This is an optimization exercise on Yosys and OpenROAD, whose aim is a short achievable clock period and few clock cycles per item, not a production implementation. Only simulation tests tie the RTL to the original design; equivalence was not proved. Power figures rest on the tool's default switching activity, not on a simulated workload.

## 11-09
// wisc_pipe
module wisc_pipe (
   imem_addr, dmem_addr, dmem_wdata, dmem_rd, dmem_wr, halt,
   clk, rst, imem_rdata, dmem_rdata, mem_ready
   );
For scale: ~2800 cells after synthesis, ~86 I/O pins, roughly 27000 um2 of cells after synthesis.
export LEC_CHECK = 0
export CAP_MARGIN = 20
export CORE_MARGIN = 2
export CORE_UTILIZATION = 40
export SLEW_MARGIN = 20
export SYNTH_HIERARCHICAL = 1
create_clock -name core_clock -period 10.0 [get_ports {clk}]
standard.sh (not shown) runs the stock make flow with config.mk's settings and CLKGATE_MAP_FILE= SYNTH_SCRIPT=/design/flow/synth_recipe.tcl, a recipe that flattens the netlist after the stock synthesis.
==> flow/flow/run.sh <==
#!/bin/bash
# The standard layout (standard.sh), with knobs changed for a faster
# layout; the SDC is unchanged:
#  - synthesis maps adders with ABC like the rest of the logic instead of
#    extracting full/half-adder cells (ADDER_MAP_FILE empty); registers are
#    the standard synthesis's;
#  - the port buffers are buf_4 cells (the default choice is a weak
#    delay buffer, slow on the output paths).
set -euo pipefail
bash standard.sh ADDER_MAP_FILE= SETUP_SLACK_MARGIN=7 TNS_END_PERCENT=100 \
  "BUFFER_PORTS_ARGS=-buffer_cell sky130_fd_sc_hd__buf_4" finish > standard_finish.log 2>&1
Testbench counts of 11-09, summed over its fixed seeds: cycles 43,182, instrs 39,926.
Edits applied to the flow inputs when going from 11-09 to 12-14:
-- flow/design.v --
<<< 11-09, line 50
   reg [15:0] d_pc2;             
   reg        d_pt;              
   reg [15:0] d_btgt;            
   reg        d_we, d_br, d_ld, d_st, d_stu, d_jreg, d_halt, d_lbi, d_link;
   reg [2:0]  d_dst;
>>> 12-14, line 50
   reg [15:0] d_pc2;             
   reg        d_pt;              
   reg        d_we, d_br, d_ld, d_st, d_stu, d_jreg, d_halt, d_lbi, d_link;
   reg [2:0]  d_dst;
<<< 11-09, line 122
   wire [15:0] rsv = d_fxrs ? x_early_val : rs_rw;    
   wire rs_late    = d_fxrs & ~x_early;
   wire br_eqne  = ~op[1];                         
   wire rs_zero  = rs_late ? xsum_zero : (rsv == 16'h0000);
>>> 12-14, line 121
   wire [15:0] rsv = d_fxrs ? x_early_val : rs_rw;    
   wire rs_late    = d_fxrs & ~x_early;
   wire [15:0] zp_p = rsv ^ s5;
   wire [15:0] zp_o = rsv | s5;
   wire        zp_zero  = i_subi ? (rsv == s5) : (~zp_p[0] & (zp_p[15:1] == zp_o[14:0]));
   wire        zp_valid = d_v & (i_addi | i_subi) & ~rs_late;
   wire br_eqne  = ~op[1];                         
   wire rs_zero  = rs_late ? xsum_zero : (rsv == 16'h0000);
<<< 11-09, line 139
   wp_adds5 u_agu (.b(rsv), .i(d_ir[4:0]), .s(agu));
   wp_adds8 u_jrt (.b(rsv), .i(d_ir[7:0]), .s(jr_tgt));
   wire [15:0] br_tgt  = d_btgt;
   wire        i_j     = (op == 5'b00100) | (op == 5'b00110);    
   wire [16:0] j_sum;
>>> 12-14, line 142
   wp_adds5 u_agu (.b(rsv), .i(d_ir[4:0]), .s(agu));
   wp_adds8 u_jrt (.b(rsv), .i(d_ir[7:0]), .s(jr_tgt));
   wire [15:0] br_tgt;
   wp_adds8 u_brt (.b(d_pc2), .i(d_ir[7:0]), .s(br_tgt));
   wire        i_j     = (op == 5'b00100) | (op == 5'b00110);    
   wire [16:0] j_sum;
<<< 11-09, line 161
   wire        f_br = (iw[15:13] == 3'b011);
   wire        f_j  = (iw[15:13] == 3'b001) & ~iw[11];    
   wire        f_pt = f_j | (f_br & (iw[7] | iw[11]));
   wire [15:0] f_tgt;
   wp_ftgt u_ftgt (.lo(pc2[7:0]), .ph(ph), .ph_p1(ph_p1), .ph_p2(ph_p2),
>>> 12-14, line 165
   wire        f_br = (iw[15:13] == 3'b011);
   wire        f_j  = (iw[15:13] == 3'b001) & ~iw[11];    
   wire        f_zp = zp_valid & (iw[15:12] == 4'b0110) & (iw[10:8] == d_ir[7:5]);
   wire        f_pt = f_j | (f_br & (f_zp ? (iw[11] ^ zp_zero) : (iw[7] | iw[11])));
   wire [15:0] f_tgt;
   wp_ftgt u_ftgt (.lo(pc2[7:0]), .ph(ph), .ph_p1(ph_p1), .ph_p2(ph_p2),
<<< 11-09, line 214
         d_pc2 <= pc2;
         d_pt  <= f_pt;
         d_btgt <= f_tgt;
         {d_we, d_dst, d_br, d_ld, d_st, d_stu, d_jreg, d_halt, d_lbi, d_link} <= f_dec;
         d_rs_oh <= 8'b1 << iw[10:8];
>>> 12-14, line 219
         d_pc2 <= pc2;
         d_pt  <= f_pt;
         {d_we, d_dst, d_br, d_ld, d_st, d_stu, d_jreg, d_halt, d_lbi, d_link} <= f_dec;
         d_rs_oh <= 8'b1 << iw[10:8];
<<< 11-09, line 371
   wire        f_j  = (iw[15:13] == 3'b001) & ~iw[11];
   wire [8:0]  l    = {1'b0, lo} + {1'b0, iw[7:0]};
   wire [2:0]  hk   = f_j ? iw[10:8] : {3{iw[7]}};
   wire [7:0]  hs   = 8'b1 << hk;
   wire [7:0]  hi0 = ({8{hs[0]}} & ph)    | ({8{hs[1]}} & ph_p1) |
                     ({8{hs[2]}} & ph_p2) | ({8{hs[3]}} & ph_p3) |
                     ({8{hs[4]}} & ph_m4) | ({8{hs[5]}} & ph_m3) |
                     ({8{hs[6]}} & ph_m2) | ({8{hs[7]}} & ph_m1);
   wire [7:0]  hi1 = ({8{hs[0]}} & ph_p1) | ({8{hs[1]}} & ph_p2) |
                     ({8{hs[2]}} & ph_p3) | ({8{hs[3]}} & ph_p4) |
                     ({8{hs[4]}} & ph_m3) | ({8{hs[5]}} & ph_m2) |
                     ({8{hs[6]}} & ph_m1) | ({8{hs[7]}} & ph);
   assign tgt = {({8{l[8]}} & hi1) | ({8{~l[8]}} & hi0), l[7:0]};
endmodule
module wp_misc (a, b, r_xor, r_andn, r_rol, r_sll, r_ror, r_srl, r_btr, r_slbi,
>>> 12-14, line 375
   wire        f_j  = (iw[15:13] == 3'b001) & ~iw[11];
   wire [8:0]  l    = {1'b0, lo} + {1'b0, iw[7:0]};
   reg  [7:0]  hj0, hj1;
   always @(*) begin
      case (iw[10:8])
         3'd0: begin hj0 = ph;    hj1 = ph_p1; end
         3'd1: begin hj0 = ph_p1; hj1 = ph_p2; end
         3'd2: begin hj0 = ph_p2; hj1 = ph_p3; end
         3'd3: begin hj0 = ph_p3; hj1 = ph_p4; end
         3'd4: begin hj0 = ph_m4; hj1 = ph_m3; end
         3'd5: begin hj0 = ph_m3; hj1 = ph_m2; end
         3'd6: begin hj0 = ph_m2; hj1 = ph_m1; end
         default: begin hj0 = ph_m1; hj1 = ph; end
      endcase
   end
   wire [7:0]  hb0 = iw[7] ? ph_m1 : ph;
   wire [7:0]  hb1 = iw[7] ? ph : ph_p1;
   wire [7:0]  hi0 = f_j ? hj0 : hb0;
   wire [7:0]  hi1 = f_j ? hj1 : hb1;
   assign tgt = {l[8] ? hi1 : hi0, l[7:0]};
endmodule
module wp_misc (a, b, r_xor, r_andn, r_rol, r_sll, r_ror, r_srl, r_btr, r_slbi,
Switching share of power (lower): 11-09. Diff 11-09 -> 12-14: highest ir drop seen on vdd rose 43%; cell area rose 4.2%; combinational power rose about 2%; part of the power in combinational logic rose 2.2 points; met3 routing resource usage after global routing rose 1.2 points.
Testbench counts of 12-14, summed over its fixed seeds: cycles 41,729, instrs 39,926.

==> what the ideal ports hide <==
The results above use ideal ports. As a check the final layouts listed here were re-extracted and re-timed, cells and wires unchanged.
Step 1, drivers: a clkbuf_16 drives clk and a buf_2 each remaining input, both assumed.
Step 2 adds t to the input delays and takes it off the output delays; t is the mean of the earliest and latest rising clock arrival at the registers after step 1. Input paths then give back, and output paths get back, about the clock's delay inside the block.
Three values: ideal ports, drivers, drivers and shift; two values: the first two.
run | shift t [ns] | slack for setup (ns) | latest minus earliest clock arrival (ns) | worst slew at a driven data input, ns
11-09 | 0.617 | 6.211 / 6.217 / 5.600 | 0.040 / 0.040 | 0.06
12-14 | 0.637 | 6.361 / 6.361 / 5.764 | 0.023 / 0.023 | 0.17
After both steps every run listed still meets setup and hold. For 11-09, which loses most, drivers alone change the setup slack by +0.006 ns; drivers and shift together by -0.611 ns.
